Background: an optimization exercise with open tools, aiming at small area. Do not read the settings as production practice. RTL that was checked went through simulation tests only; none was proved equivalent to the original. For runs 3 and 4, only the layout was checked, not whether the RTL still works. No activity file was given, so power comes from the tool's default toggle rates.

==> flow/flow/run.sh <==
#!/bin/bash
set -euo pipefail
export BUFFER_PORTS_ARGS="-buffer_cell sky130_fd_sc_hd__buf_1"
export CTS_ARGS="-sink_clustering_enable -repair_clock_nets -dont_use_dummy_load -sink_clustering_size 20 -sink_clustering_max_diameter 60 -buf_list {sky130_fd_sc_hd__clkbuf_4 sky130_fd_sc_hd__clkbuf_8}"
bash standard.sh > flow_standard.log 2>&1
==> flow/standard.sh <==
#!/bin/bash
# synth_recipe.tcl (not shown) runs the flow's synth.tcl, then flattens the netlist and writes it again
# the make line also repeats each setting of config.mk as NAME=value (left out here)
make -C /OpenROAD-flow-scripts/flow DESIGN_CONFIG=/design/flow/config.mk WORK_HOME=/design/flow/orfs CLKGATE_MAP_FILE= SYNTH_SCRIPT=/design/flow/synth_recipe.tcl "${@:-finish}"
==> flow/config.mk <==
export PLATFORM = sky130hd
export DESIGN_NAME = i2s
export DESIGN_NICKNAME = i2s
export VERILOG_FILES = /design/flow/design.v
export SDC_FILE = /design/flow/constraint.sdc
export NUM_CORES = 4
export LEC_CHECK = 0
export CAP_MARGIN = 20
export CORE_MARGIN = 2
export CORE_UTILIZATION = 60
export SLEW_MARGIN = 20
==> flow/constraint.sdc <==
create_clock -name core_clock -period 6.0 [get_ports {clk}]
set_input_delay 1.2000 -clock core_clock [delete_from_list [all_inputs] [get_ports {clk}]]
set_output_delay 1.2000 -clock core_clock [all_outputs]
set_load 0.01 [all_outputs]
==> flow/design.v <==
module i2s (
	input master_enable, 
	input sdin, 
	output reg [31:0] dout_l, dout_r, 
	output reg sdout, 
	input [31:0] din_l, din_r, 
	input bclk_i, lrclk_i, 
	output bclk_o, lrclk_o, 
	input [19:0] bdiv, 
	input [7:0] lrdiv, 
	output reg [2:0] cst, nst, 
	input rstn, clk
);
reg bclk;
reg [19:0] nbc;
wire [20:0] bb;
assign bb[0] = master_enable;
genvar gi;
generate for (gi = 0; gi < 20; gi = gi + 1) begin : g_bb
	assign bb[gi+1] = bb[gi] & nbc[gi];
end endgenerate
wire bload = bb[20];
wire [19:0] nbc_nx = (nbc ^ bb[19:0]) | (~bdiv & {20{bload}});
always @(negedge rstn or posedge clk) begin
	if(!rstn) begin
		nbc <= 20'hfffff;
		bclk <= 1'b0;
	end
	else begin
		nbc <= nbc_nx;
		bclk <= master_enable ? (bclk ^ bload) : bclk_i;
	end
end
assign bclk_o = bclk;
reg bclk_d;
always @(negedge rstn or posedge clk) begin
	if(!rstn) bclk_d <= 1'b0;
	else bclk_d <= bclk;
end
wire bclk_10 = bclk_d & ~bclk;
reg lrclk;
reg [7:0] nlc;
wire [8:0] lb;
assign lb[0] = master_enable & bclk_10;
generate for (gi = 0; gi < 8; gi = gi + 1) begin : g_lb
	assign lb[gi+1] = lb[gi] & nlc[gi];
end endgenerate
wire lload = lb[8];
wire [7:0] nlc_nx = (nlc ^ lb[7:0]) | (~lrdiv & {8{lload}});
always @(negedge rstn or posedge clk) begin
	if(!rstn) begin
		nlc <= 8'hff;
		lrclk <= 1'b0;
	end
	else begin
		nlc <= nlc_nx;
		lrclk <= master_enable ? (lrclk ^ lload) : lrclk_i;
	end
end
assign lrclk_o = lrclk;
reg lrclk_d;
always @(negedge rstn or posedge clk) begin
	if(!rstn) lrclk_d <= 1'b0;
	else lrclk_d <= lrclk;
end
wire lrclk_01 = ~lrclk_d & lrclk;
wire lrclk_10 = lrclk_d & ~lrclk;
localparam
	start_l = 3'd5, channel_l = 3'd4, idle_l = 3'd3, 
	start_r = 3'd2, channel_r = 3'd1, idle_r = 3'd0;
reg [4:0] ncnt;
wire in_chan = (cst == channel_l) | (cst == channel_r);
wire last = &ncnt;
always @(negedge rstn or posedge clk) begin
	if(!rstn) cst <= idle_r;
	else cst <= nst;
end
always @(*) begin
	case(cst)
		idle_l: nst = lrclk_01 ? start_r : cst;
		start_r: nst = bclk_10 ? channel_r : cst;
		channel_r: nst = bclk_10 & last ? idle_r : cst;
		idle_r: nst = lrclk_10 ? start_l : cst;
		start_l: nst = bclk_10 ? channel_l : cst;
		channel_l: nst = bclk_10 & last ? idle_l : cst;
		default: nst = cst;
	endcase
end
always @(negedge rstn or posedge clk) begin
	if(!rstn) ncnt <= 5'd0;
	else if(bclk_10 & in_chan) ncnt <= ncnt + 5'd1;
end
reg [31:0] tl, tr;
reg tl_v;
reg sdin_d;
wire rx_bit = last ? sdin_d : sdin;
wire sh_l = bclk_10 & (cst == channel_l);
wire sh_r = bclk_10 & (cst == channel_r);
always @(posedge clk) begin
	sdin_d <= sdin;
	if(cst == idle_l) tl <= din_l;
	else if(sh_l) tl <= {tl[30:0], rx_bit};
	if(cst == idle_r) tr <= din_r;
	else if(sh_r) tr <= {tr[30:0], rx_bit};
end
always @(negedge rstn or posedge clk) begin
	if(!rstn) tl_v <= 1'b0;
	else if(cst == idle_l) tl_v <= 1'b1;
end
always @(negedge rstn or posedge clk) begin
	if(!rstn) sdout <= 1'b0;
	else begin
		case(cst)
			channel_l: sdout <= tl[31] & tl_v;
			channel_r: sdout <= tr[31];
			default: sdout <= sdout;
		endcase
	end
end
reg fin;
always @(negedge rstn or posedge clk) begin
	if(!rstn) fin <= 1'b0;
	else fin <= bclk_10 & in_chan & last;
end
always @(negedge rstn or posedge clk) begin
	if(!rstn) begin
		dout_l <= 32'd0;
		dout_r <= 32'd0;
	end
	else begin
		if(fin & (cst == idle_l)) dout_l <= tl;
		if(fin & (cst == idle_r)) dout_r <= tr;
	end
end
endmodule
==> reports/metrics.csv, run 1 <==
stage,metric,value,unit
timing,fmax,191,MHz
logic_synthesis,syn_inst,465,
logic_synthesis,synth_area_leaders,"dfrtp_1 (27%), edfxtp_1 (26%), mux2_2 (19%)",
clocking,post_cts_resized,0,
worst_setup_path,path_class,in2reg,
timing,finalHoldViolCount,0,
drt,firstDrtPassIters,4,
logic_synthesis,synthFlopType,dfrtp_1,
worst_setup_path,arrival,5610,ps
timing,setup_viol,0,
logic_synthesis,synth_edf_count,64,
floorplanning,core_area,12000,sq um
place,dp_hpwl,8790,microns
clocking,postCtsSetupRepairBufs,0,
logic_synthesis,ys_seq_area_frac,0.637,
timing,fin_crit_sh,0.873,
clocking,clock_latency,460,ps
logic_synthesis,yosys-top-cells-count,"mux2_2 (124), dfrtp_1 (79), edfxtp_1 (64)",
worst_setup_path,path_max_fanout,21,
timing,min_period,5240,ps
drt,via_per_inst,5.34,
global_routing,grt_pass1_wl,21000,microns
hold_path,hold_path_class,reg2reg,
layout,drive_gt1_frac,0.289,
clocking,cts_tree,built,
floorplanning,fp.dieW,114,microns
flow_run,max-cap-violations,0,
global_routing,grt_start_max_net_pins,56,
logic_synthesis,yosys_register_bits,172,
timing,tightest_slew,936,ps
timing,drv_slew,0,
worst_setup_path,worstPathRequired,6370,ps
clocking,hold_buffers,0,
timing,finalSetupTns,0,ps
logic_synthesis,yosysMostFrequentCell,mux2_2,
timing,slew_headroom,0.373,
layout,final_nets,766,
floorplanning,initial_utilization,0.611,
layout,fin_area,8310,sq um
place,port-buffer-count,170,
global_routing,grt_antenna_before_repair,0,
drt,wl_per_cell,16.5,microns
place,gp_congestion,0.734,
floorplanning,die_h,114,microns
worst_setup_path,worstSetupStartpointType,primary input,
floorplanning,std_cell_rows,40,
layout,finalCoreUtilization,0.695,
logic_synthesis,avgSynthCellArea,15.7,sq um
power_and_ir_drop,power.leakage,3.83,nW
timing,rsz0062_at_grt,false,
worst_setup_path,crit_path_end_kind,register,
power_and_ir_drop,ir_worst_vdd,0.284,mV
layout,instances_no_fill,783,
clocking,root_buffer,clkbuf_8,
place,dpl.cell_count,766,
clocking,cts_buffers,17,
logic_synthesis,synthDistinctLibCells,44,
place,placed_cell_area,8080,sq um
drt,vias,4185,
clocking,cts_max_level,4,
status,status,timing/DRC/antenna clean,
logic_synthesis,syn-cell-area,7310,sq um
power_and_ir_drop,power-per-cell-area,323,nW/um^2
drt,post-route-drc-count,0,
global_routing,overflow,0,
floorplanning,io_pins,171,
logic_synthesis,yosysWarnings,1,
clocking,cts_sinks,172,
floorplanning,dieArea,13100,sq um
clocking,path_clk_slew,90,ps
global_routing,grtUsageTotal,0.211,
clocking,ctsLongestPathBuffers,2,
drt,drt_iter0_markers,206,
timing,skew,20.5,ps
logic_synthesis,yosys.area.top_type,dfrtp_1,
layout,antenna_cells,0,
logic_synthesis,syn_nets,593,
drt,final_antenna_net_count,0,
global_routing,grt_pass1_vias,4326,
layout,area_growth,13.6,%
logic_synthesis,synth.top_cell.area_share,0.270,
drt,routed_wirelength,12900,microns
logic_synthesis,synth_async_sr_flop_share,0.622,
[worst max-delay path, stage by stage]
cell     delay (ps)
buf_1           130
ha_1            220
ha_1            180
ha_1            180
ha_1            180
ha_1            180
ha_1            180
ha_1            180
ha_1            180
ha_1            180
ha_1            180
ha_1            180
ha_1            180
ha_1            180
ha_1            180
ha_1            190
ha_1            180
ha_1            180
ha_1            180
ha_1            180
ha_1            430
xnor2_1         220
a21oi_1         160
[state kept, by name (all words and copies together) (netlist names), 3 cells and up]
signal / count
dout_l: 32
dout_r: 32
ncnt: 5
nbc: 20
nlc: 8
tl: 32
cst: 3
tr: 32
[power by group]
part / switching [W] / internal (W) / leakage, nW
sequential: 0.000111 / 0.00148 / 1.97
combinational: 0.000240 / 0.000253 / 1.74
clock: 0.000345 / 0.000250 / 0.122
[area by class of cell]
class,count,area (sq um)
Clock buffer,17,234
Fill cell,908,3650
Inverter,32,120
Multi-Input combinational cell,239,2430
Sequential cell,172,4650
Tap cell,147,184
Timing Repair Buffer,176,687
[worst paths after layout]
kind / from / to / slack, ps / cells after the start
max: master_enable / bclk / 760 / 23
min reg2reg: ncnt[3] / ncnt[3] / 470 / 1
min in group asynchronous: rstn / dout_r[13] / 840 / 1
max in group asynchronous: rstn / lrclk_d / 3940 / 2
min: ncnt[3] / ncnt[3] / 470 / 1
max reg2reg: nbc[0] / bclk / 1340 / 22
[stage by stage]
step / power, W / hold slack [ps] / setup WS (ps)
floorplan: 0.00197 / 435 / 871
global placement: 0.00209 / 450 / 312
detailed placement: 0.00212 / 455 / 252
CTS: 0.00271 / 475 / 737
global route: 0.00283 / 494 / 418
finish: 0.00268 / 473 / 761
[routing by layer]
layer	share of wire	vias up	wire [microns]	global-route usage
met5	0	-	0	0
met1	0.43	2059	5600	0.266
met2	0.50	106	6460	0.350
li1	-	2003	-	-
met4	0.018	0	228	0.0789
met3	0.048	17	622	0.0588
[kinds of logic (layout without fill, tap and decap cells)]
kind of cell | count (synthesis) | count (layout) | synth area share
simple gates | 31 | 31 | 0.0276
fa+ha+maj | 30 | 30 | 0.0513
mux | 130 | 130 | 0.201
flops | 172 | 172 | 0.637
xor+xnor | 6 | 6 | 0.00719
buf+inv | 54 | 225 | 0.0337
compound gates | 42 | 42 | 0.0428
[cells in the final DEF, fill, tap and decap left out, types with 4 or more instances in the layout]
master,instances
nor2_1,7
a21oi_1,5
ha_1,30
buf_1,169
dfrtp_1,79
a21o_1,28
edfxtp_1,64
clkbuf_8,17
inv_1,32
buf_4,6
dfstp_2,28
mux2_2,124
xnor2_1,5
nand3_1,4
==> run 2, diff against run 1 <==
==> flow/flow/run.sh (replaced) <==
#!/bin/bash
set -euo pipefail
export BUFFER_PORTS_ARGS="-buffer_cell sky130_fd_sc_hd__buf_1"
export CTS_ARGS="-sink_clustering_enable -repair_clock_nets -dont_use_dummy_load -sink_clustering_size 16 -sink_clustering_max_diameter 50 -buf_list {sky130_fd_sc_hd__clkbuf_4 sky130_fd_sc_hd__clkbuf_8}"
bash standard.sh > flow_standard.log 2>&1
==> run 2 against run 1 <==
Against the previous run: clock skew unchanged; still clean; sequential power about the same; maximum frequency stayed put; total power unchanged; critical endpoint unchanged; die area unchanged.
==> reports/metrics.csv, run 2 <==
stage,metric,value,unit
status,status,timing/DRC/antenna clean,
timing,finalHoldViolCount,0,
drt,vias,4185,
power_and_ir_drop,ir_worst_vdd,0.284,mV
logic_synthesis,syn_inst,465,
clocking,cts_buffers,17,
logic_synthesis,yosys-top-cells-count,"mux2_2 (124), dfrtp_1 (79), edfxtp_1 (64)",
logic_synthesis,synth_area_leaders,"dfrtp_1 (27%), edfxtp_1 (26%), mux2_2 (19%)",
floorplanning,core_area,12000,sq um
drt,via_per_inst,5.34,
global_routing,grt_antenna_before_repair,0,
power_and_ir_drop,power.leakage,3.83,nW
clocking,hold_buffers,0,
logic_synthesis,yosysWarnings,1,
clocking,clock_latency,460,ps
worst_setup_path,r2r_end,bclk,
logic_synthesis,synth.top_cell.area_share,0.270,
drt,routed_wirelength,12900,microns
timing,setup_viol,0,
layout,area_growth,13.6,%
clocking,cts_tree,built,
hold_path,hold_depth,1,
timing,slew_headroom,0.373,
hold_path,hold_start,ncnt[3],
drt,firstDrtPassIters,4,
flow_run,max-cap-violations,0,
floorplanning,io_pins,171,
timing,fin_crit_sh,0.873,
drt,drt_iter0_markers,206,
floorplanning,die_h,114,microns
logic_synthesis,yosysMostFrequentCell,mux2_2,
logic_synthesis,ys_seq_area_frac,0.637,
floorplanning,initial_utilization,0.611,
floorplanning,fp.dieW,114,microns
clocking,cts_sinks,172,
clocking,postCtsSetupRepairBufs,0,
hold_path,hold_end,ncnt[3],
drt,wl_per_cell,16.5,microns
worst_setup_path,r2r-start,nbc[0],
logic_synthesis,syn-cell-area,7310,sq um
power_and_ir_drop,power-per-cell-area,323,nW/um^2
place,placed_cell_area,8080,sq um
global_routing,grt_pass1_wl,21000,microns
global_routing,overflow,0,
worst_setup_path,reg2reg_depth,22,
worst_setup_path,worstPathRequired,6370,ps
logic_synthesis,yosys.area.top_type,dfrtp_1,
layout,mostFrequentLayoutCells,"buf_1 (169), mux2_2 (124), dfrtp_1 (79)",
timing,tightest_slew,936,ps
logic_synthesis,synthDistinctLibCells,44,
layout,antenna_cells,0,
global_routing,grt_pass1_vias,4326,
clocking,cts_max_level,4,
layout,drive_gt1_frac,0.289,
timing,skew,20.5,ps
global_routing,grtUsageTotal,0.211,
timing,fmax,191,MHz
drt,final_antenna_net_count,0,
worst_setup_path,crit_start,master_enable,
timing,drv_slew,0,
worst_setup_path,arrival,5610,ps
layout,final_nets,766,
worst_setup_path,path_max_fanout,21,
clocking,path_clk_slew,90,ps
worst_setup_path,path_class,in2reg,
logic_synthesis,avgSynthCellArea,15.7,sq um
logic_synthesis,synthFlopType,dfrtp_1,
floorplanning,std_cell_rows,40,
drt,post-route-drc-count,0,
place,port-buffer-count,170,
logic_synthesis,yosys_register_bits,172,
worst_setup_path,ff2ff_setup_slack,1340,ps
timing,min_period,5240,ps
global_routing,grt_start_max_net_pins,56,
worst_setup_path,crit_path_end_kind,register,
hold_path,hold_path_class,reg2reg,
layout,fin_area,8310,sq um
logic_synthesis,synth_async_sr_flop_share,0.622,
clocking,ctsLongestPathBuffers,2,
logic_synthesis,synth_edf_count,64,
timing,rsz0062_at_grt,false,
worst_setup_path,worstSetupStartpointType,primary input,
clocking,post_cts_resized,0,
logic_synthesis,syn_nets,593,
floorplanning,dieArea,13100,sq um
timing,finalSetupTns,0,ps
clocking,root_buffer,clkbuf_8,
place,gp_congestion,0.734,
layout,final_common_cell,buf_1,
place,dp_hpwl,8790,microns
[run 2: cell counts in the layout (fill, tap and decap cells not counted)]
No cell type changed its count.
[run 2: per-stage QoR]
step / util / hold slack [ps] / power, W / setup WS, ps / cells
2_1_floorplan: - / 435 / 0.00197 / 871 / 465
3_3_place_gp: 0.675 / 450 / 0.00209 / 312 / 766
3_5_place_dp: 0.675 / 455 / 0.00212 / 252 / 766
4_1_cts: 0.695 / 475 / 0.00271 / 737 / 783
5_1_grt: 0.695 / 494 / 0.00283 / 418 / 783
6_report: 0.695 / 473 / 0.00268 / 761 / 783
[run 2: metal layers]
metal	wire (microns)	part of all wire	GRT usage
met5	0	0	0
met1	5600	0.43	0.266
met3	622	0.048	0.0588
met2	6460	0.50	0.350
met4	228	0.018	0.0789
[run 2: kinds of logic after synthesis]
family | count (synthesis) | share of synthesized area
DFF | 172 | 0.637
AOI/OAI and AO/OA | 42 | 0.0428
buffers and inverters | 54 | 0.0337
and+or+nand+nor | 31 | 0.0276
adders and majority gates | 30 | 0.0513
muxes | 130 | 0.201
xor gates and xnor gates | 6 | 0.00719
[run 2: final cells by class]
class	instances	area (sq um)
sequential	172	4650
fill	908	3650
multi-input combinational	239	2430
timing repair buffer	176	687
clock buffer	17	234
tap	147	184
inverter	32	120
[run 2: power breakdown]
group          total (W)  leakage [nW]  switching, W  internal, W
combinational   0.000493          1.74      0.000240     0.000253
sequential       0.00159          1.97      0.000111      0.00148
clock           0.000595         0.122      0.000345     0.000250
[run 2: how the worst max path moves through the flow]
stage | endpoint | slack [ps] | depth (start not counted)
final | bclk | 760 | 23
after floorplan | nbc[18] | 870 | 22
after global routing | bclk | 420 | 23
after CTS | bclk | 740 | 23
after detailed placement | bclk | 250 | 23
after global placement | bclk | 310 | 23
[run 2: critical path: stages]
cell and delay [ps]:
buf_1 130, ha_1 220, ha_1 180, ha_1 180, ha_1 180, ha_1 180
ha_1 180, ha_1 180, ha_1 180, ha_1 180, ha_1 180, ha_1 180
ha_1 180, ha_1 180, ha_1 180, ha_1 190, ha_1 180, ha_1 180
ha_1 180, ha_1 180, ha_1 430, xnor2_1 220, a21oi_1 160
==> run 3, diff against run 2 <==
--- a/flow/design.v
+++ b/flow/design.v
@@ -13,20 +13,20 @@
 );
 reg bclk;
-reg [19:0] nbc;
-wire [20:0] bb;
-assign bb[0] = master_enable;
+reg [19:0] bcnt;
+wire [20:0] nb;
+assign nb[0] = ~master_enable;
 genvar gi;
-generate for (gi = 0; gi < 20; gi = gi + 1) begin : g_bb
-	assign bb[gi+1] = bb[gi] & nbc[gi];
+generate for (gi = 0; gi < 20; gi = gi + 1) begin : g_nb
+	assign nb[gi+1] = nb[gi] | bcnt[gi];
 end endgenerate
-wire bload = bb[20];
-wire [19:0] nbc_nx = (nbc ^ bb[19:0]) | (~bdiv & {20{bload}});
+wire bload = ~nb[20];
+wire [19:0] bcnt_nx = ~(bcnt ^ nb[19:0]) & (bdiv | {20{~bload}});
 always @(negedge rstn or posedge clk) begin
 	if(!rstn) begin
-		nbc <= 20'hfffff;
+		bcnt <= 20'd0;
 		bclk <= 1'b0;
 	end
 	else begin
-		nbc <= nbc_nx;
+		bcnt <= bcnt_nx;
 		bclk <= master_enable ? (bclk ^ bload) : bclk_i;
 	end
@@ -40,19 +40,19 @@
 wire bclk_10 = bclk_d & ~bclk;
 reg lrclk;
-reg [7:0] nlc;
-wire [8:0] lb;
-assign lb[0] = master_enable & bclk_10;
-generate for (gi = 0; gi < 8; gi = gi + 1) begin : g_lb
-	assign lb[gi+1] = lb[gi] & nlc[gi];
+reg [7:0] lrcnt;
+wire [8:0] nl;
+assign nl[0] = ~(master_enable & bclk_10);
+generate for (gi = 0; gi < 8; gi = gi + 1) begin : g_nl
+	assign nl[gi+1] = nl[gi] | lrcnt[gi];
 end endgenerate
-wire lload = lb[8];
-wire [7:0] nlc_nx = (nlc ^ lb[7:0]) | (~lrdiv & {8{lload}});
+wire lload = ~nl[8];
+wire [7:0] lrcnt_nx = ~(lrcnt ^ nl[7:0]) & (lrdiv | {8{~lload}});
 always @(negedge rstn or posedge clk) begin
 	if(!rstn) begin
-		nlc <= 8'hff;
+		lrcnt <= 8'd0;
 		lrclk <= 1'b0;
 	end
 	else begin
-		nlc <= nlc_nx;
+		lrcnt <= lrcnt_nx;
 		lrclk <= master_enable ? (lrclk ^ lload) : lrclk_i;
 	end
==> flow/flow/run.sh (replaced) <==
#!/bin/bash
# Standard ORFS layout (the standard.sh) with these changes:
#  - synthesis: no half-adder extraction, and abc maps the logic for area
#    (flow/area.abc) instead of with ORFS's speed script;
#  - ports get the smallest buffer (buf_1);
#  - the clock tree uses small clock buffers in clusters of up to 16
#    flip-flops, without dummy loads.
set -euo pipefail
here=$(pwd)
export AREA_ABC_SCRIPT=$here/flow/area.abc
export BUFFER_PORTS_ARGS="-buffer_cell sky130_fd_sc_hd__buf_1"
export CTS_ARGS="-sink_clustering_enable -repair_clock_nets -dont_use_dummy_load -sink_clustering_size 16 -sink_clustering_max_diameter 50 -buf_list {sky130_fd_sc_hd__clkbuf_4 sky130_fd_sc_hd__clkbuf_8}"
sed "s|SYNTH_SCRIPT=[^ ]*|SYNTH_SCRIPT=$here/flow/synth.tcl|" standard.sh > own_standard.sh
grep -q "SYNTH_SCRIPT=$here/flow/synth.tcl" own_standard.sh
bash own_standard.sh ADDER_MAP_FILE= finish > flow_standard.log 2>&1
==> flow/flow/area.abc (new file) <==
strash
&get -n
&deepsyn -T 30
&put
dch -f
amap
topo
stime -c
==> flow/flow/synth.tcl (new file) <==
# The standard flow's synthesis script (synth_recipe.tcl) with one change: abc maps the
# logic with the script in $::env(AREA_ABC_SCRIPT) (area-oriented) instead of
# ORFS's. Registers are mapped before abc exactly as in the standard script.
proc synth {args} { yosys synth -nofsm -noshare {*}$args }
proc abc {args} {
  set i [lsearch -exact $args -script]
  if { $i >= 0 } { lset args [expr {$i+1}] $::env(AREA_ABC_SCRIPT) }
  yosys abc {*}$args
}
source $::env(SCRIPTS_DIR)/synth.tcl
# left out here: clear keep_hierarchy, flatten, clean up, hide names made inside functions, write 1_2_yosys.v
--- a/flow/config.mk
+++ b/flow/config.mk
@@ -6,4 +6,5 @@
 export NUM_CORES = 4
 export LEC_CHECK = 0
+export ABC_AREA = 1
 export CAP_MARGIN = 20
 export CORE_MARGIN = 2
==> run 3 against run 2 <==
Against the previous run: final area is 6.0% lower; cell count is 5.1% higher; sequential power is 4% lower; maximum frequency is 8.1% lower; synthesized cell count is 2.2% higher; die area is 9.9% lower; clock power hardly changed; register-to-register slack worse by 440 ps; critical path depth stayed put; total power is 4.5% lower; non-clock buffer count is 13 higher; combinational power is about 10% lower; critical endpoint unchanged; largest power group unchanged.
==> reports/metrics.csv, run 3 <==
stage,metric,value,unit
status,status,timing/DRC/antenna clean,
clocking,path_clk_slew,60,ps
worst_setup_path,arrival,5990,ps
layout,final_common_cell,buf_1,
drt,routed_wirelength,13700,microns
logic_synthesis,yosysMostFrequentCell,o22a_1,
worst_setup_path,cp_common_cell,or2_1,
place,dp_slack,-139,ps
drt,final_antenna_net_count,0,
layout,mostFrequentLayoutCells,"buf_1 (169), o22a_1 (127), dfrtp_1 (107)",
power_and_ir_drop,swShare,0.263,
place,port-buffer-count,170,
floorplanning,dieArea,11800,sq um
logic_synthesis,yosysWarnings,1,
logic_synthesis,syn-cell-area,6560,sq um
clocking,postCtsSetupRepairBufs,0,
logic_synthesis,synth_edf_count,64,
worst_setup_path,ff2ff_setup_slack,900,ps
timing,fin_crit_sh,0.951,
layout,final_nets,783,
floorplanning,core_area,10700,sq um
timing,slew_headroom,0.336,
clocking,cts_tree,built,
global_routing,grt_pass1_wl,22300,microns
worst_setup_path,path_max_fanout,5,
clocking,hold_buffers,0,
clocking,cts_max_level,4,
timing,min_period,5700,ps
worst_setup_path,crit_path_end_kind,register,
logic_synthesis,synth_async_sr_flop_share,0.622,
clocking,cts_buffers,17,
logic_synthesis,yosys-top-cells-count,"o22a_1 (127), dfrtp_1 (107), edfxtp_1 (64)",
hold_path,hold_start,bclk,
global_routing,grt_antenna_before_repair,0,
power_and_ir_drop,ir_worst_vdd,0.160,mV
place,dp_hpwl,9120,microns
worst_setup_path,crit_chain,"buf_1, clkinv_1, or3_4, or2_1, or2_1, or2_1, or2_1, or2_1, or2_1, or2_0, or2_0, or2_1, or2_0, or2_0, or2_0, or2_0, or3_4, nor2_4, nand2_2, nor2_4, clkinv_4, o22ai_1, a21oi_1",
logic_synthesis,ys_seq_area_frac,0.704,
logic_synthesis,avgSynthCellArea,13.8,sq um
place,placed_cell_area,7550,sq um
floorplanning,io_pins,171,
global_routing,grtUsageTotal,0.246,
clocking,post_cts_resized,0,
drt,post-route-drc-count,0,
power_and_ir_drop,combPwrFrac,0.173,
logic_synthesis,yosys.area.top_type,dfrtp_1,
drt,firstDrtPassIters,5,
worst_setup_path,cp_slowest_stage_delay,400,ps
global_routing,grt_pass1_vias,4679,
timing,setup_viol,0,
timing,drv_slew,0,
clocking,cts_sinks,172,
logic_synthesis,synth.top_cell.area_share,0.408,
flow_run,max-cap-violations,0,
drt,drt_iter0_markers,233,
drt,vias,4659,
floorplanning,die_h,109,microns
worst_setup_path,slowest_stage,or3_4,
worst_setup_path,cpLargestDelayFamily,simple AND/OR/NAND/NOR gates,
layout,antenna_cells,0,
global_routing,grt_start_max_net_pins,56,
logic_synthesis,synthDistinctLibCells,23,
logic_synthesis,syn_inst,475,
power_and_ir_drop,p_int,0.00189,W
floorplanning,fp.dieW,109,microns
layout,fin_area,7810,sq um
power_and_ir_drop,power.leakage,3.09,nW
power_and_ir_drop,clkPwrFrac,0.231,
logic_synthesis,synth_area_leaders,"dfrtp_1 (41%), edfxtp_1 (29%), o22a_1 (17%)",
worst_setup_path,r2r-start,bcnt[0],
timing,tightest_slew,990,ps
worst_setup_path,worstSetupStartpointType,primary input,
worst_setup_path,crit_start,master_enable,
clocking,root_buffer,clkbuf_8,
power_and_ir_drop,power_switching,0.000674,W
logic_synthesis,yosys_register_bits,172,
timing,fin_ws,296,ps
worst_setup_path,worstPathRequired,6290,ps
timing,rsz0062_at_grt,false,
timing,fmax,175,MHz
layout,area_growth,19.1,%
timing,finalHoldViolCount,0,
clocking,clock_latency,430,ps
drt,via_per_inst,5.66,
logic_synthesis,syn_nets,573,
floorplanning,std_cell_rows,38,
global_routing,overflow,0,
drt,wl_per_cell,16.7,microns
power_and_ir_drop,power_frac_seq,0.597,
worst_setup_path,path_buf_inv,3,
worst_setup_path,path_class,in2reg,
hold_path,hold_path_class,reg2reg,
floorplanning,initial_utilization,0.611,
clocking,ctsLongestPathBuffers,2,
power_and_ir_drop,power-per-cell-area,328,nW/um^2
logic_synthesis,synthFlopType,dfrtp_1,
timing,skew,29.4,ps
layout,drive_gt1_frac,0.0717,
place,gp_congestion,0.763,
-- run 3: layer usage --
metal | part of all wire | global-route usage | vias up
li1 | - | - | 2238
met1 | 0.42 | 0.321 | 2263
met2 | 0.49 | 0.405 | 142
met3 | 0.068 | 0.0627 | 16
met4 | 0.017 | 0.0824 | 0
met5 | 0 | 0 | -
-- run 3: final timing paths --
check	end	cells past startpoint
setup / recovery	bclk	23
hold / removal	bclk_d	0
setup reg to reg	bclk	21
hold reg to reg	bclk_d	0
max in group asynchronous	lrcnt[0]	2
min in group asynchronous	dout_r[10]	1
-- run 3: power groups by stage --
stage,combinational (W),clock [W],sequential [W]
floorplan,0.000303,0,0.00153
global placement,0.000434,0,0.00154
detailed placement,0.000446,0,0.00155
CTS,0.000448,0.000607,0.00153
global route,0.000500,0.000653,0.00155
finish,0.000442,0.000592,0.00153
-- run 3: kinds of logic (layout without fill, tap and decap cells) --
logic type / count (synthesis) / in the layout / share of synthesized area
flops: 172 / 172 / 0.704
compound gates: 174 / 174 / 0.212
simple gates: 107 / 107 / 0.0711
buf+inv: 22 / 230 / 0.0126
-- run 3: metrics by stage --
stage	total power, W	setup TNS, ps	hold slack, ps	utilization	cells
after floorplan	0.00184	0	435	-	475
after global placement	0.00198	-67.6	426	0.702	804
after detailed placement	0.00200	-1170	430	0.702	804
after CTS	0.00258	0	446	0.724	821
after global routing	0.00270	0	463	0.727	823
final	0.00256	0	444	0.727	823
-- run 3: final cells by class --
cell class / instances / area (sq um)
flip-flops and latches: 172 / 4620
fillers: 787 / 2930
multi-input cells: 281 / 1900
repair buffers: 189 / 785
clock buffers: 17 / 234
well taps: 140 / 175
inverters: 22 / 87.6
repair inverters: 2 / 11.3
==> run 4, diff against run 3 <==
--- a/flow/config.mk
+++ b/flow/config.mk
@@ -7,6 +7,6 @@
 export LEC_CHECK = 0
 export ABC_AREA = 1
-export CAP_MARGIN = 20
+export CAP_MARGIN = 0
 export CORE_MARGIN = 2
 export CORE_UTILIZATION = 60
-export SLEW_MARGIN = 20
+export SLEW_MARGIN = 0
==> run 4 against run 3 <==
Against the previous run: sequential cell count unchanged; sequential power about the same; still clean; critical path type unchanged; wire length unchanged; maximum frequency unchanged.
==> reports/metrics.csv, run 4 <==
stage,metric,value,unit
status,status,timing/DRC/antenna clean,
floorplanning,std_cell_rows,38,
layout,final_common_cell,buf_1,
drt,drt_iter0_markers,233,
timing,rsz0062_at_grt,false,
global_routing,grt_pass1_wl,22300,microns
logic_synthesis,syn-cell-area,6560,sq um
worst_setup_path,path_buf_inv,3,
place,dp_hpwl,9120,microns
layout,drive_gt1_frac,0.0717,
worst_setup_path,worstSetupStartpointType,primary input,
clocking,path_clk_slew,60,ps
drt,via_per_inst,5.66,
worst_setup_path,worstPathRequired,6290,ps
worst_setup_path,reg2reg_depth,21,
worst_setup_path,arrival,5990,ps
timing,setup_viol,0,
layout,finalCoreUtilization,0.727,
logic_synthesis,synthFlopType,dfrtp_1,
layout,antenna_cells,0,
drt,wl_per_cell,16.7,microns
worst_setup_path,cpLargestDelayFamily,simple AND/OR/NAND/NOR gates,
worst_setup_path,path_max_fanout,5,
timing,drv_slew,0,
drt,final_antenna_net_count,0,
logic_synthesis,synth_edf_count,64,
power_and_ir_drop,power.leakage,3.09,nW
clocking,cts_buffers,17,
worst_setup_path,cp_slowest_stage_delay,400,ps
clocking,root_buffer,clkbuf_8,
logic_synthesis,yosys_register_bits,172,
clocking,ctsLongestPathBuffers,2,
timing,skew,29.4,ps
logic_synthesis,synthDistinctLibCells,23,
worst_setup_path,crit_chain,"buf_1, clkinv_1, or3_4, or2_1, or2_1, or2_1, or2_1, or2_1, or2_1, or2_0, or2_0, or2_1, or2_0, or2_0, or2_0, or2_0, or3_4, nor2_4, nand2_2, nor2_4, clkinv_4, o22ai_1, a21oi_1",
clocking,cts_max_level,4,
flow_run,max-cap-violations,0,
drt,firstDrtPassIters,5,
worst_setup_path,path_class,in2reg,
power_and_ir_drop,power-per-cell-area,328,nW/um^2
logic_synthesis,syn_inst,475,
drt,post-route-drc-count,0,
timing,fmax,175,MHz
logic_synthesis,yosys-top-cells-count,"o22a_1 (127), dfrtp_1 (107), edfxtp_1 (64)",
timing,finalHoldViolCount,0,
layout,multi_input_area,1900,sq um
layout,mostFrequentLayoutCells,"buf_1 (169), o22a_1 (127), dfrtp_1 (107)",
clocking,post_cts_resized,0,
drt,vias,4659,
clocking,hold_buffers,0,
floorplanning,die_h,109,microns
clocking,clock_latency,430,ps
logic_synthesis,avgSynthCellArea,13.8,sq um
global_routing,grt_pass1_vias,4679,
timing,min_period,5700,ps
place,port-buffer-count,170,
logic_synthesis,synth.top_cell.area_share,0.408,
global_routing,overflow,0,
hold_path,hold_depth,0,
layout,area_growth,19.1,%
global_routing,grtUsageTotal,0.246,
layout,final_nets,783,
global_routing,grt_antenna_before_repair,0,
floorplanning,initial_utilization,0.611,
place,gp_congestion,0.763,
floorplanning,io_pins,171,
floorplanning,fp.dieW,109,microns
worst_setup_path,path_depth,23,
worst_setup_path,crit_path_end_kind,register,
layout,fillers,787,
timing,slew_headroom,0.336,
logic_synthesis,yosys.area.top_type,dfrtp_1,
logic_synthesis,synth_async_sr_flop_share,0.622,
timing,tightest_slew,990,ps
logic_synthesis,ys_seq_area_frac,0.704,
floorplanning,core_area,10700,sq um
logic_synthesis,synth_area_leaders,"dfrtp_1 (41%), edfxtp_1 (29%), o22a_1 (17%)",
power_and_ir_drop,ir_worst_vdd,0.160,mV
logic_synthesis,syn_nets,573,
worst_setup_path,slowest_stage,or3_4,
logic_synthesis,yosysMostFrequentCell,o22a_1,
floorplanning,dieArea,11800,sq um
clocking,cts_tree,built,
clocking,postCtsSetupRepairBufs,0,
drt,routed_wirelength,13700,microns
timing,fin_crit_sh,0.951,
global_routing,grt_start_max_net_pins,56,
logic_synthesis,yosysWarnings,1,
layout,regArea,4620,sq um
timing,finalSetupTns,0,ps
clocking,cts_sinks,172,
worst_setup_path,cp_common_cell,or2_1,
hold_path,hold_path_class,reg2reg,
run 4: cell counts in the layout (fill, tap and decap cells not counted):
Identical to the previous run, type by type.
run 4: logic make-up (layout without fill, tap and decap cells):
| kind of cell | count (synthesis) | in the layout | share of synthesized area |
|---|---|---|---|
| buf+inv | 22 | 230 | 0.0126 |
| compound gates | 174 | 174 | 0.212 |
| simple gates | 107 | 107 | 0.0711 |
| flops | 172 | 172 | 0.704 |
run 4: report_power, final:
part	internal [W]	switching (W)
Sequential	0.00144	0.0000869
Clock	0.000251	0.000341
Combinational	0.000195	0.000247
run 4: final cells by class:
class	count	share of cell area
inverter	22	0.0112
clock buffer	17	0.0299
timing repair buffer	189	0.100
tap	140	0.0224
timing repair inverter	2	0.00144
multi-input combinational	281	0.243
sequential	172	0.591
run 4: worst reg2reg max path: stages, from the launching register on:
cell	delay [ps]
dfrtp_1	390
or3_4	380
or2_1	250
or2_1	240
or2_1	240
or2_1	240
or2_1	250
or2_1	240
or2_0	220
or2_0	220
or2_1	250
or2_0	230
or2_0	220
or2_0	220
or2_0	230
or3_4	390
nor2_4	120
nand2_2	80
nor2_4	220
clkinv_4	110
o22ai_1	160
a21oi_1	80
run 4: path summary, 6_finish.rpt:
path	end	slack [ps]	startpoint
max in group asynchronous	lrcnt[0]	3920	rstn
worst min-delay path	bclk_d	440	bclk
worst max-delay path	bclk	300	master_enable
worst min register to register	bclk_d	440	bclk
min in group asynchronous	dout_r[10]	880	rstn
worst max register to register	bclk	900	bcnt[0]
run 4: routing by layer:
layer  track usage  up-vias  routed length [microns]
li1              -     2238                        -
met1         0.321     2263                     5790
met2         0.405      142                     6780
met3        0.0627       16                      931
met4        0.0824        0                      227
met5             0        -                        0
run 4: metrics by stage:
| stage | cells | hold WS [ps] | power (W) | area [sq um] | worst slack (ps) |
|---|---|---|---|---|---|
| finish | 823 | 444 | 0.00256 | 7810 | 296 |
| global route | 823 | 463 | 0.00270 | 7810 | 23.3 |
| CTS | 821 | 446 | 0.00258 | 7780 | 254 |
| detailed placement | 804 | 430 | 0.00200 | 7550 | -139 |
| global placement | 804 | 426 | 0.00198 | 7550 | -66.1 |
| floorplan | 475 | 435 | 0.00184 | 6570 | 25.1 |
==> run 5, diff against run 4 <==
--- a/flow/design.v
+++ b/flow/design.v
@@ -87,7 +87,7 @@
 	endcase
 end
-always @(negedge rstn or posedge clk) begin
-	if(!rstn) ncnt <= 5'd0;
-	else if(bclk_10 & in_chan) ncnt <= ncnt + 5'd1;
+always @(posedge clk) begin
+	if(!in_chan) ncnt <= 5'd0;
+	else if(bclk_10) ncnt <= ncnt + 5'd1;
 end
 reg [31:0] tl, tr;
==> flow/flow/area.abc (replaced) <==
strash
&get -n
&deepsyn -J 100 -T 120
&put
dch -f
amap
topo
stime -c
--- a/flow/config.mk
+++ b/flow/config.mk
@@ -7,6 +7,7 @@
 export LEC_CHECK = 0
 export ABC_AREA = 1
-export CAP_MARGIN = 0
+export CAP_MARGIN = 20
 export CORE_MARGIN = 2
 export CORE_UTILIZATION = 60
-export SLEW_MARGIN = 0
+export GPL_TIMING_DRIVEN = 0
+export SLEW_MARGIN = 20
==> run 5 against run 4 <==
Against the previous run: still clean; clock power about the same; sequential share of layout area down 1.6 points; first-iteration DRC count up 24%; total power up 4.0%; highest routed layer unchanged.
==> reports/metrics.csv, run 5 <==
stage,metric,value,unit
hold_path,hold_end,bclk_d,
worst_setup_path,ff2ff_setup_slack,760,ps
drt,final_antenna_net_count,0,
clocking,cts_buffers,17,
worst_setup_path,r2r_end,bcnt[6],
power_and_ir_drop,p_int,0.00195,W
clocking,cts_sinks,172,
clocking,cts_max_level,4,
worst_setup_path,r2r-start,bcnt[0],
worst_setup_path,crit_path_end_kind,register,
timing,slew_headroom,0.354,
worst_setup_path,path_class,in2reg,
status,status,timing/DRC/antenna clean,
clocking,cts_tree,built,
power_and_ir_drop,combPwrFrac,0.195,
layout,final_common_cell,buf_1,
clocking,hold_buffers,0,
logic_synthesis,yosysMostFrequentCell,o22a_1,
global_routing,grt_antenna_before_repair,0,
global_routing,grt_start_max_net_pins,35,
drt,firstDrtPassIters,4,
hold_path,hold_start,bclk,
logic_synthesis,synth_area_leaders,"dfrtp_1 (39%), edfxtp_1 (29%), o22a_1 (17%)",
logic_synthesis,syn_nets,570,
layout,fin_area,7980,sq um
layout,area_growth,22.0,%
layout,final_nets,773,
power_and_ir_drop,power.leakage,3.13,nW
logic_synthesis,avgSynthCellArea,13.9,sq um
clocking,root_buffer,clkbuf_8,
layout,antenna_cells,0,
timing,finalHoldViolCount,0,
worst_setup_path,path_max_fanout,11,
place,gp_congestion,0.831,
flow_run,max-cap-violations,0,
logic_synthesis,synthDistinctLibCells,25,
logic_synthesis,synthFlopType,dfrtp_1,
global_routing,grt_pass1_wl,22200,microns
layout,mostFrequentLayoutCells,"buf_1 (168), o22a_1 (129), dfrtp_1 (102)",
clocking,path_clk_slew,70,ps
drt,wl_per_cell,17.2,microns
worst_setup_path,reg2reg_depth,22,
worst_setup_path,worstPathRequired,6320,ps
worst_setup_path,worstSetupStartpointType,primary input,
hold_path,hold_depth,0,
floorplanning,core_area,10700,sq um
floorplanning,initial_utilization,0.609,
global_routing,grtUsageTotal,0.251,
timing,tightest_slew,963,ps
power_and_ir_drop,power_frac_seq,0.582,
logic_synthesis,syn_inst,472,
power_and_ir_drop,swShare,0.269,
floorplanning,std_cell_rows,38,
drt,highest_layer,met4,
drt,wl_met2,6850,microns
power_and_ir_drop,clkPwrFrac,0.223,
logic_synthesis,yosys-top-cells-count,"o22a_1 (129), dfrtp_1 (102), edfxtp_1 (64)",
clocking,ctsLongestPathBuffers,2,
place,placed_cell_area,7600,sq um
drt,drt_iter0_markers,290,
place,dp_hpwl,9530,microns
drt,vias,4659,
drt,m1WireLength,5910,microns
global_routing,grt_pass1_vias,4585,
power_and_ir_drop,power_switching,0.000716,W
logic_synthesis,syn-cell-area,6540,sq um
global_routing,overflow,0,
timing,skew,25.8,ps
logic_synthesis,yosys.area.top_type,dfrtp_1,
logic_synthesis,synth_edf_count,64,
timing,drv_slew,0,
layout,drive_gt1_frac,0.0728,
timing,setup_viol,0,
layout,finalCoreUtilization,0.743,
clocking,clock_latency,440,ps
power_and_ir_drop,p_total,0.00266,W
logic_synthesis,synth_async_sr_flop_share,0.593,
place,port-buffer-count,170,
floorplanning,dieArea,11800,sq um
worst_setup_path,arrival,6150,ps
timing,worst_hold_slack,433,ps
power_and_ir_drop,power-per-cell-area,334,nW/um^2
timing,fmax,171,MHz
logic_synthesis,yosys_register_bits,172,
logic_synthesis,yosysWarnings,1,
floorplanning,fp.dieW,108,microns
drt,via_per_inst,5.73,
drt,wl_met3,1080,microns
power_and_ir_drop,ir_worst_vdd,0.149,mV
floorplanning,die_h,108,microns
timing,fin_crit_sh,0.972,
floorplanning,io_pins,171,
timing,min_period,5830,ps
logic_synthesis,ys_seq_area_frac,0.702,
logic_synthesis,synth.top_cell.area_share,0.390,
hold_path,hold_path_class,reg2reg,
drt,routed_wirelength,14000,microns
drt,post-route-drc-count,0,
layout,fillers,763,
[run 5: worst max-delay path, stage by stage]
cell,delay (ps)
clkbuf_4,140
inv_4,40
or3_4,390
or2_1,240
or2_1,250
or2_1,250
or2_4,260
or2_1,230
or2_1,240
or2_1,240
or2_1,220
or2_1,240
or2_1,240
or2_1,250
or2_4,270
or2_4,250
or3_4,400
nor2_4,120
nand2_2,100
nor2_4,180
clkinv_4,100
buf_12,150
nor2_1,90
a21oi_1,50
[run 5: through the flow]
stage,std cells,worst slack [ps],TNS (ps)
after floorplan,472,4.10,0
after global placement,782,-2270,-240610
after detailed placement,790,-778,-13480
after CTS,809,11.1,0
after global routing,813,-22.3,-142
final,813,167,0
[run 5: repair_timing]
action	4_1_cts	5_1_grt
buffers inserted	2	2
hold endpoints to repair	0	0
pin swaps	0	3
resized for setup	5	21
setup endpoints to repair	19	20
[run 5: layer usage]
layer  vias to the layer above  GRT usage
met3                        15     0.0802
met5                         -          0
li1                       2222          -
met1                      2270      0.330
met4                         0     0.0833
met2                       152      0.399
[run 5: final cells by class]
cell class	instances	area [sq um]	share of cell area
clock buffer	17	234	0.0293
tap	140	175	0.0219
sequential	172	4590	0.576
inverter	21	86.3	0.0108
multi-input combinational	279	1950	0.245
timing repair buffer	184	938	0.118
[run 5: kinds of logic (layout without fill, tap and decap cells)]
logic type,count (synthesis),in the layout,share of synthesized area
compound gates,174,174,0.215
flops,172,172,0.702
buf+inv,21,222,0.0120
simple gates,105,105,0.0713
[run 5: power groups by stage]
stage | combinational [W] | sequential [W] | clock [W]
2_1_floorplan | 0.000318 | 0.00156 | 0
3_3_place_gp | 0.000441 | 0.00157 | 0
3_5_place_dp | 0.000508 | 0.00157 | 0
4_1_cts | 0.000511 | 0.00155 | 0.000609
5_1_grt | 0.000575 | 0.00157 | 0.000655
6_report | 0.000518 | 0.00155 | 0.000594
[run 5: how the worst max path moves through the flow]
stage	from	to	slack (ps)	depth (start not counted)
after floorplan	master_enable	bclk	4	22
after global placement	cst[1]	dout_r[24]	-2270	7
after detailed placement	master_enable	bclk	-780	23
after CTS	master_enable	bcnt[6]	10	24
after global routing	master_enable	bcnt[6]	-20	24
final	master_enable	bcnt[6]	170	24
==> run 6, diff against run 5 <==
--- a/flow/config.mk
+++ b/flow/config.mk
@@ -9,5 +9,4 @@
 export CAP_MARGIN = 20
 export CORE_MARGIN = 2
-export CORE_UTILIZATION = 60
-export GPL_TIMING_DRIVEN = 0
+export CORE_UTILIZATION = 70
 export SLEW_MARGIN = 20
==> run 6 against run 5 <==
Against the previous run: via count grew 2.4%; still clean; largest power group unchanged; count of clock-buffer cells in the layout stayed put; critical path type unchanged; worst hold slack improved by 23 ps; global-route usage grew 3.1 points; clock skew rose by 10 ps.
==> reports/metrics.csv, run 6 <==
stage,metric,value,unit
status,status,timing/DRC/antenna clean,
logic_synthesis,synth.top_cell.area_share,0.390,
clocking,cts_tree,built,
power_and_ir_drop,power-per-cell-area,335,nW/um^2
worst_setup_path,cpLargestDelayFamily,simple AND/OR/NAND/NOR gates,
clocking,root_buffer,clkbuf_8,
layout,antenna_cells,0,
logic_synthesis,syn_nets,570,
logic_synthesis,syn_inst,472,
global_routing,grt_antenna_before_repair,0,
logic_synthesis,yosys.area.top_type,dfrtp_1,
power_and_ir_drop,p_total,0.00263,W
logic_synthesis,yosys-top-cells-count,"o22a_1 (129), dfrtp_1 (102), edfxtp_1 (64)",
worst_setup_path,worstPathRequired,6300,ps
floorplanning,io_pins,171,
logic_synthesis,synth_edf_count,64,
worst_setup_path,arrival,6050,ps
timing,setup_viol,0,
drt,firstDrtPassIters,4,
timing,min_period,5750,ps
timing,fmax,174,MHz
worst_setup_path,slowest_stage,or3_1,
global_routing,met3_usage,0.0756,
timing,skew,35.9,ps
clocking,cts_sinks,172,
power_and_ir_drop,ir_worst_vdd,0.207,mV
drt,via_per_inst,6.01,
place,port-buffer-count,170,
place,dp_slack,-265,ps
global_routing,grt_use_met2,0.456,
timing,drv_slew,0,
drt,routed_wirelength,14200,microns
floorplanning,die_h,101,microns
drt,wl_per_cell,17.8,microns
timing,slew_headroom,0.370,
worst_setup_path,cp_common_cell,or2_0,
logic_synthesis,synth_async_sr_flop_share,0.593,
global_routing,gr-usage-met1,0.362,
global_routing,grtUsageTotal,0.281,
global_routing,grt_pass1_vias,4788,
logic_synthesis,yosysWarnings,1,
timing,finalSetupTns,0,ps
logic_synthesis,yosys_register_bits,172,
place,dp_hpwl,9510,microns
layout,drive_gt1_frac,0.0761,
timing,fin_ws,253,ps
place,gp_congestion,0.837,
clocking,path_clk_slew,70,ps
global_routing,overflow,0,
drt,vias,4772,
layout,final_nets,783,
global_routing,grt_pass1_wl,22200,microns
timing,fin_crit_sh,0.958,
power_and_ir_drop,power.leakage,3.11,nW
flow_run,max-cap-violations,0,
floorplanning,fp.dieW,101,microns
global_routing,busiest_layer,met2,
logic_synthesis,synthFlopType,dfrtp_1,
drt,post-route-drc-count,0,
worst_setup_path,crit_chain,"buf_1, clkinv_1, or3_1, or2_0, or2_1, or2_1, or2_1, or2_1, or2_0, or2_0, or2_0, or2_1, or2_0, or2_0, or2_0, or2_0, or3_4, nor2_4, nand2_2, nor2_4, clkinv_4, buf_12, nor2_1, a21oi_1",
floorplanning,dieArea,10100,sq um
floorplanning,std_cell_rows,35,
logic_synthesis,avgSynthCellArea,13.9,sq um
floorplanning,initial_utilization,0.715,
timing,finalHoldViolCount,0,
floorplanning,core_area,9150,sq um
clocking,clock_latency,430,ps
worst_setup_path,path_max_fanout,17,
worst_setup_path,worstSetupStartpointType,primary input,
layout,final_common_cell,buf_1,
layout,area_growth,19.6,%
worst_setup_path,path_class,in2reg,
hold_path,hold_path_class,reg2reg,
global_routing,grt_start_max_net_pins,61,
logic_synthesis,yosysMostFrequentCell,o22a_1,
layout,mostFrequentLayoutCells,"buf_1 (169), o22a_1 (129), dfrtp_1 (102)",
clocking,ctsLongestPathBuffers,2,
drt,final_antenna_net_count,0,
clocking,postCtsSetupRepairBufs,0,
worst_setup_path,path_buf_inv,4,
clocking,cts_max_level,4,
drt,drt_iter0_markers,204,
clocking,cts_buffers,17,
layout,fillers,496,
logic_synthesis,ys_seq_area_frac,0.702,
logic_synthesis,synth_area_leaders,"dfrtp_1 (39%), edfxtp_1 (29%), o22a_1 (17%)",
timing,rsz0062_at_grt,false,
logic_synthesis,synthDistinctLibCells,25,
worst_setup_path,crit_path_end_kind,register,
timing,tightest_slew,939,ps
worst_setup_path,cp_slowest_stage_delay,390,ps
logic_synthesis,syn-cell-area,6540,sq um
==> run 6: path summary, 6_finish.rpt <==
kind | startpoint | cells after the start | end | slack [ps]
setup / recovery | master_enable | 24 | bcnt[3] | 250
hold reg to reg | bclk | 0 | bclk_d | 460
setup reg to reg | bcnt[0] | 22 | bcnt[3] | 900
min in group asynchronous | rstn | 1 | dout_r[8] | 770
hold / removal | bclk | 0 | bclk_d | 460
max in group asynchronous | rstn | 2 | dout_l[27] | 4010
==> run 6: routing by layer <==
layer | routed length, microns | share of wire | up-vias
met5 | 0 | 0 | -
met4 | 352 | 0.025 | 0
met3 | 932 | 0.066 | 32
met2 | 7040 | 0.50 | 174
met1 | 5840 | 0.41 | 2336
li1 | - | - | 2230
==> run 6: area by class of cell <==
class	count	area [sq um]	area share
well taps	111	139	0.0177
repair buffers	194	862	0.110
multi-input cells	279	1920	0.245
flip-flops and latches	172	4590	0.587
inverters	21	83.8	0.0107
clock buffers	17	234	0.0299
==> run 6: where the power goes <==
part	internal, W	total, W	leakage (nW)	switching, W
clock network	0.000251	0.000588	0.122	0.000337
registers	0.00146	0.00156	1.99	0.000103
logic	0.000210	0.000480	0.995	0.000269
==> run 6: cells by family (layout without fill, tap and decap cells) <==
kind of cell | Yosys count | after routing | share of synthesized area
AO/OA/AOI/OAI | 174 | 174 | 0.215
flip-flops | 172 | 172 | 0.702
AND/OR/NAND/NOR | 105 | 105 | 0.0713
buffers and inverters | 21 | 232 | 0.0120
==> run 6: timing repair <==
action / in CTS / in global routing
hold buffers: 0 / 0
endpoints found under the setup margin: 0 / 18
gates resized for setup: 0 / 10
==> run 6: metrics by stage <==
stage           util  hold WS, ps  std cells  cell area (sq um)
6_report       0.855          456        794               7830
5_1_grt        0.855          487        794               7830
4_1_cts        0.849          453        792               7770
3_5_place_dp   0.823          439        775               7530
3_3_place_gp   0.823          439        775               7530
2_1_floorplan      -          433        472               6560
==> run 7, diff against run 6 <==
--- a/flow/config.mk
+++ b/flow/config.mk
@@ -9,4 +9,4 @@
 export CAP_MARGIN = 20
 export CORE_MARGIN = 2
-export CORE_UTILIZATION = 70
+export CORE_UTILIZATION = 50
 export SLEW_MARGIN = 20
==> run 7 against run 6 <==
Against the previous run: global-route usage shrank 7.0 points; utilization fell by 24 points; synthesized cell count did not move; largest cell class unchanged; critical path type unchanged.
==> reports/metrics.csv, run 7 <==
stage,metric,value,unit
floorplanning,std_cell_rows,41,
power_and_ir_drop,p_total,0.00261,W
layout,final_nets,783,
logic_synthesis,yosys_register_bits,172,
worst_setup_path,cp_slowest_stage_delay,400,ps
timing,finalHoldViolCount,0,
global_routing,grt_pass1_vias,4773,
power_and_ir_drop,p_int,0.00191,W
worst_setup_path,crit_path_end_kind,register,
hold_path,hold_depth,0,
power_and_ir_drop,power-per-cell-area,332,nW/um^2
global_routing,grtUsageTotal,0.212,
drt,routed_wirelength,14000,microns
layout,mostFrequentLayoutCells,"buf_1 (169), o22a_1 (129), dfrtp_1 (102)",
drt,drt_iter0_markers,373,
clocking,post_cts_resized,0,
timing,fmax,179,MHz
worst_setup_path,r2r-start,bcnt[0],
clocking,cts_sinks,172,
logic_synthesis,synthDistinctLibCells,25,
floorplanning,io_pins,171,
global_routing,grt_start_max_net_pins,74,
worst_setup_path,cp_common_cell,or2_0,
timing,drv_slew,0,
drt,vias,4629,
power_and_ir_drop,ir_worst_vdd,0.165,mV
logic_synthesis,yosysMostFrequentCell,o22a_1,
timing,fin_crit_sh,0.931,
global_routing,grt_antenna_before_repair,0,
power_and_ir_drop,power_switching,0.000699,W
clocking,cts_max_level,4,
power_and_ir_drop,power.leakage,3.09,nW
clocking,path_clk_slew,70,ps
drt,wl_per_cell,16.4,microns
logic_synthesis,synth.top_cell.area_share,0.390,
worst_setup_path,ff2ff_setup_slack,1030,ps
status,status,timing/DRC/antenna clean,
flow_run,max-cap-violations,0,
clocking,clock_latency,440,ps
power_and_ir_drop,swShare,0.268,
layout,finalCoreUtilization,0.619,
hold_path,hold_path_class,reg2reg,
logic_synthesis,syn-cell-area,6540,sq um
worst_setup_path,slowest_stage,or3_1,
worst_setup_path,arrival,5900,ps
logic_synthesis,yosys.area.top_type,dfrtp_1,
hold_path,hold_start,lrclk,
place,dp_hpwl,9240,microns
clocking,hold_buffers,0,
place,gp_congestion,0.741,
place,port-buffer-count,170,
floorplanning,fp.dieW,118,microns
clocking,root_buffer,clkbuf_8,
drt,firstDrtPassIters,4,
timing,skew,28.3,ps
layout,area_growth,20.3,%
place,placed_cell_area,7630,sq um
logic_synthesis,avgSynthCellArea,13.9,sq um
worst_setup_path,worstPathRequired,6310,ps
logic_synthesis,synth_edf_count,64,
worst_setup_path,crit_start,master_enable,
layout,instances_no_fill,855,
hold_path,hold_end,lrclk_d,
layout,fin_area,7870,sq um
worst_setup_path,worstSetupStartpointType,primary input,
timing,min_period,5590,ps
logic_synthesis,syn_nets,570,
power_and_ir_drop,clkPwrFrac,0.227,
worst_setup_path,cpLargestDelayFamily,simple AND/OR/NAND/NOR gates,
layout,antenna_cells,0,
layout,final_common_cell,buf_1,
floorplanning,die_h,118,microns
layout,drive_gt1_frac,0.0732,
clocking,ctsLongestPathBuffers,2,
clocking,postCtsSetupRepairBufs,0,
clocking,cts_buffers,17,
global_routing,grt_pass1_wl,23300,microns
global_routing,overflow,0,
logic_synthesis,yosys-top-cells-count,"o22a_1 (129), dfrtp_1 (102), edfxtp_1 (64)",
timing,slew_headroom,0.295,
logic_synthesis,ys_seq_area_frac,0.702,
worst_setup_path,r2r_end,bcnt[2],
floorplanning,initial_utilization,0.514,
drt,via_per_inst,5.41,
logic_synthesis,synth_async_sr_flop_share,0.593,
worst_setup_path,reg2reg_depth,22,
logic_synthesis,syn_inst,472,
timing,setup_viol,0,
timing,worst_hold_slack,432,ps
power_and_ir_drop,power_frac_seq,0.594,
drt,final_antenna_net_count,0,
drt,post-route-drc-count,0,
place,dpl.cell_count,838,
floorplanning,dieArea,14000,sq um
power_and_ir_drop,combPwrFrac,0.179,
logic_synthesis,synthFlopType,dfrtp_1,
worst_setup_path,path_max_fanout,17,
worst_setup_path,path_class,in2reg,
timing,tightest_slew,1050,ps
floorplanning,core_area,12700,sq um
logic_synthesis,yosysWarnings,1,
logic_synthesis,synth_area_leaders,"dfrtp_1 (39%), edfxtp_1 (29%), o22a_1 (17%)",
worst_setup_path,crit_chain,"buf_1, clkinv_1, or3_1, or2_1, or2_0, or2_1, or2_1, or2_1, or2_0, or2_0, or2_0, or2_0, or2_0, or2_0, or2_0, or2_0, or3_1, nor2_2, nand2_1, nor2_4, clkinv_4, buf_12, nor2_1, a21oi_1",
clocking,cts_tree,built,
worst_setup_path,path_buf_inv,4,
[run 7: cell counts after synthesis]
No cell type changed its count.
[run 7: cell type report]
class / instances / area [sq um]
clock buffer: 17 / 234
fill: 1103 / 4850
inverter: 21 / 83.8
multi-input combinational: 279 / 1910
sequential: 172 / 4590
tap: 172 / 215
timing repair buffer: 194 / 835
[run 7: worst reg2reg max path, delay by kind of cell (launching register included)]
kind / cells / cell delay [ps]
AOI/OAI and AO/OA: 1 / 50
buffers and inverters: 2 / 230
DFF: 1 / 380
and+or+nand+nor: 19 / 4200
[run 7: power by group through the flow]
stage	sequential, W	clock (W)	combinational, W
detailed placement	0.00157	0	0.000478
floorplan	0.00156	0	0.000318
global placement	0.00157	0	0.000466
global route	0.00157	0.000660	0.000529
finish	0.00155	0.000594	0.000467
CTS	0.00155	0.000614	0.000481
[run 7: layer usage]
metal,GRT usage,vias up,part of all wire
met1,0.264,2259,0.43
li1,-,2234,-
met5,0,-,0
met4,0.0737,0,0.017
met3,0.0613,17,0.054
met2,0.353,119,0.50
[run 7: through the flow]
step	worst slack [ps]	TNS, ps
floorplan	4.10	0
global placement	2.46	0
detailed placement	-125	-1590
CTS	332	0
global route	-15.6	-36.9
finish	414	0
[run 7: worst max path at each step]
stage                     endpoint  slack [ps]  depth (start not counted)
after floorplan               bclk           4                         22
after global placement     bcnt[2]           2                         24
after detailed placement   bcnt[3]        -120                         24
after CTS                  bcnt[2]         330                         24
after global routing       bcnt[2]         -20                         24
final                      bcnt[2]         410                         24
[run 7: kinds of logic after synthesis]
group	share of synthesized area
AO/OA/AOI/OAI	0.215
flip-flops	0.702
AND/OR/NAND/NOR	0.0713
buffers and inverters	0.0120
==> run 8, diff against run 7 <==
--- a/flow/config.mk
+++ b/flow/config.mk
@@ -9,4 +9,4 @@
 export CAP_MARGIN = 20
 export CORE_MARGIN = 2
-export CORE_UTILIZATION = 50
+export CORE_UTILIZATION = 60
 export SLEW_MARGIN = 20
==> run 8 against run 7 <==
Against the previous run: still clean on timing, DRC and antenna; clock skew is 1.8 ps lower; register-to-register slack worse by 40 ps; sequential power hardly changed; clock power is 1% lower; maximum frequency is 0.92% lower; wire length is 2.0% lower; area after synthesis stayed put; die area is 16% lower; critical path depth stayed put; cell count is 3.7% lower; synthesized cell count stayed put; count of clock-buffer cells in the layout stayed put; critical endpoint is now bcnt[1].
==> reports/metrics.csv, run 8 <==
stage,metric,value,unit
status,status,timing/DRC/antenna clean,
clocking,cts_sinks,172,
place,placed_cell_area,7580,sq um
flow_run,max-cap-violations,0,
timing,fin_crit_sh,0.940,
clocking,cts_tree,built,
clocking,cts_max_level,4,
global_routing,overflow,0,
global_routing,grt_pass1_wl,21900,microns
floorplanning,core_area,10700,sq um
floorplanning,fp.dieW,108,microns
timing,rsz0062_at_grt,false,
global_routing,grtUsageTotal,0.244,
clocking,root_buffer,clkbuf_8,
global_routing,grt_antenna_before_repair,0,
clocking,ctsLongestPathBuffers,2,
timing,worst_hold_slack,451,ps
logic_synthesis,syn_nets,570,
clocking,hold_buffers,0,
logic_synthesis,synth_edf_count,64,
power_and_ir_drop,ir_worst_vdd,0.171,mV
timing,drv_slew,0,
timing,fmax,177,MHz
clocking,clock_latency,440,ps
floorplanning,dieArea,11800,sq um
layout,drive_gt1_frac,0.0747,
worst_setup_path,cp_slowest_stage_delay,410,ps
logic_synthesis,synth.top_cell.area_share,0.390,
timing,skew,26.5,ps
drt,final_antenna_net_count,0,
place,gp_congestion,0.820,
global_routing,grt_pass1_vias,4661,
logic_synthesis,yosys.area.top_type,dfrtp_1,
logic_synthesis,syn-cell-area,6540,sq um
layout,final_common_cell,buf_1,
drt,firstDrtPassIters,4,
power_and_ir_drop,power.leakage,3.09,nW
drt,drt_iter0_markers,288,
power_and_ir_drop,power-per-cell-area,333,nW/um^2
worst_setup_path,cp_common_cell,or2_0,
logic_synthesis,syn_inst,472,
drt,vias,4675,
floorplanning,die_h,108,microns
logic_synthesis,synthDistinctLibCells,25,
drt,via_per_inst,5.68,
power_and_ir_drop,p_total,0.00260,W
logic_synthesis,synthFlopType,dfrtp_1,
worst_setup_path,crit_chain,"buf_1, clkinv_1, or3_1, or2_0, or2_0, or2_0, or2_0, or2_0, or2_0, or2_0, or2_0, or2_0, or2_0, or2_0, or2_0, or2_0, or3_1, nor2_2, nand2_2, nor2_4, clkinv_4, buf_4, nor2_1, a21oi_1",
timing,slew_headroom,0.328,
layout,final_nets,783,
timing,min_period,5640,ps
clocking,cts_buffers,17,
logic_synthesis,yosys-top-cells-count,"o22a_1 (129), dfrtp_1 (102), edfxtp_1 (64)",
logic_synthesis,ys_seq_area_frac,0.702,
floorplanning,initial_utilization,0.609,
timing,fin_ws,361,ps
worst_setup_path,arrival,5940,ps
drt,wl_per_cell,16.7,microns
worst_setup_path,worstSetupStartpointType,primary input,
logic_synthesis,yosysWarnings,1,
logic_synthesis,avgSynthCellArea,13.9,sq um
place,port-buffer-count,170,
timing,setup_viol,0,
worst_setup_path,path_max_fanout,8,
place,dp_hpwl,9300,microns
drt,post-route-drc-count,0,
logic_synthesis,yosysMostFrequentCell,o22a_1,
worst_setup_path,crit_path_end_kind,register,
clocking,postCtsSetupRepairBufs,0,
logic_synthesis,synth_area_leaders,"dfrtp_1 (39%), edfxtp_1 (29%), o22a_1 (17%)",
worst_setup_path,slowest_stage,or3_1,
timing,finalHoldViolCount,0,
clocking,path_clk_slew,60,ps
logic_synthesis,synth_async_sr_flop_share,0.593,
layout,antenna_cells,0,
hold_path,hold_path_class,reg2reg,
floorplanning,io_pins,171,
global_routing,grt_start_max_net_pins,64,
place,dp_slack,-103,ps
floorplanning,std_cell_rows,38,
logic_synthesis,yosys_register_bits,172,
worst_setup_path,path_class,in2reg,
layout,fin_area,7820,sq um
layout,area_growth,19.5,%
worst_setup_path,worstPathRequired,6300,ps
layout,mostFrequentLayoutCells,"buf_1 (169), o22a_1 (129), dfrtp_1 (102)",
timing,tightest_slew,1000,ps
drt,routed_wirelength,13700,microns
-- run 8: cell count changes in the layout (fill, tap and decap cells not counted) --
cell and change:
nand2_1 -1, or2_0 +4, clkbuf_4 +1, nand2_2 +1, buf_12 -1, or2_1 -4
-- run 8: layout make-up --
cell class              count  area [sq um]
inverters                  21          83.8
multi-input cells         279          1910
clock buffers              17           234
well taps                 140           175
repair buffers            194           822
flip-flops and latches    172          4590
fillers                   800          2920
-- run 8: metal layers --
metal	up-vias	global-route usage	wire, microns
li1	2251	-	-
met1	2267	0.296	5650
met4	0	0.0751	217
met2	136	0.412	6870
met5	-	0	0
met3	21	0.0856	990
-- run 8: final timing paths --
path | startpoint | end | slack, ps | cells after the start
worst min-delay path | lrclk | lrclk_d | 450 | 0
worst max register to register | bcnt[0] | bcnt[1] | 990 | 22
worst max-delay path | master_enable | bcnt[1] | 360 | 24
worst min register to register | lrclk | lrclk_d | 450 | 0
max in group asynchronous | rstn | bcnt[0] | 4050 | 2
min in group asynchronous | rstn | dout_r[0] | 900 | 1
-- run 8: logic make-up (layout without fill, tap and decap cells) --
kind of cell,Yosys count,in the layout,synth area share
AO/OA/AOI/OAI,174,174,0.215
AND/OR/NAND/NOR,105,105,0.0713
buffers and inverters,21,232,0.0120
flip-flops,172,172,0.702
-- run 8: stage by stage --
| stage | cells | utilization | TNS [ps] |
|---|---|---|---|
| 5_1_grt | 823 | 0.728 | 0 |
| 3_5_place_dp | 806 | 0.705 | -1610 |
| 4_1_cts | 823 | 0.727 | 0 |
| 3_3_place_gp | 806 | 0.705 | -2.40 |
| 6_report | 823 | 0.728 | 0 |
| 2_1_floorplan | 472 | - | 0 |
-- run 8: critical path: cells and delay by family --
kind / cells / cell delay, ps
AND/OR/NAND/NOR: 19 / 4280
AO/OA/AOI/OAI: 1 / 50
buffers and inverters: 4 / 430
-- run 8: timing repair --
action	in CTS	in global routing
hold endpoints to repair	0	0
endpoints found under the setup margin	0	9
resized for setup	0	3
-- run 8: power breakdown --
group	leakage (nW)	total [W]	switching (W)	internal, W
Clock	0.122	0.000588	0.000338	0.000250
Combinational	0.975	0.000463	0.000259	0.000204
Sequential	1.99	0.00155	0.0000960	0.00146
Total	3.09	0.00260	0.000693	0.00191

what the ideal ports hide:
The flow's constraints put no driver on any port. The routed layouts listed below were extracted and timed again, unchanged, in two steps.
Step 1 assumes that a clkbuf_16 drives the clock port and a buf_2 every other input.
Step 2 also shifts input and output timing later by t, the mid clock arrival at the registers, as if the neighbouring blocks saw the same clock.
Slacks: no drivers / after step 1 / after step 2; pairs: no drivers / after step 1.
run	t (ns)	setup WS [ns]	clock arrival spread, ns	slew at the worst register clock pin (ns)
run 1	0.479	0.761 / 0.775 / 0.295	0.021 / 0.021	0.09 / 0.09
run 2	0.479	0.761 / 0.775 / 0.295	0.021 / 0.021	0.09 / 0.09
run 3	0.450	0.296 / 0.298 / -0.152	0.030 / 0.030	0.09 / 0.09
run 4	0.450	0.296 / 0.298 / -0.152	0.030 / 0.030	0.09 / 0.09
run 5	0.468	0.167 / 0.178 / -0.290	0.026 / 0.026	0.09 / 0.09
run 6	0.450	0.253 / 0.263 / -0.187	0.038 / 0.038	0.10 / 0.10
run 7	0.466	0.414 / 0.428 / -0.038	0.028 / 0.028	0.09 / 0.09
run 8	0.461	0.361 / 0.371 / -0.089	0.027 / 0.027	0.09 / 0.09
With both steps, setup timing fails in 6 of these runs, where it was met with ideal ports.
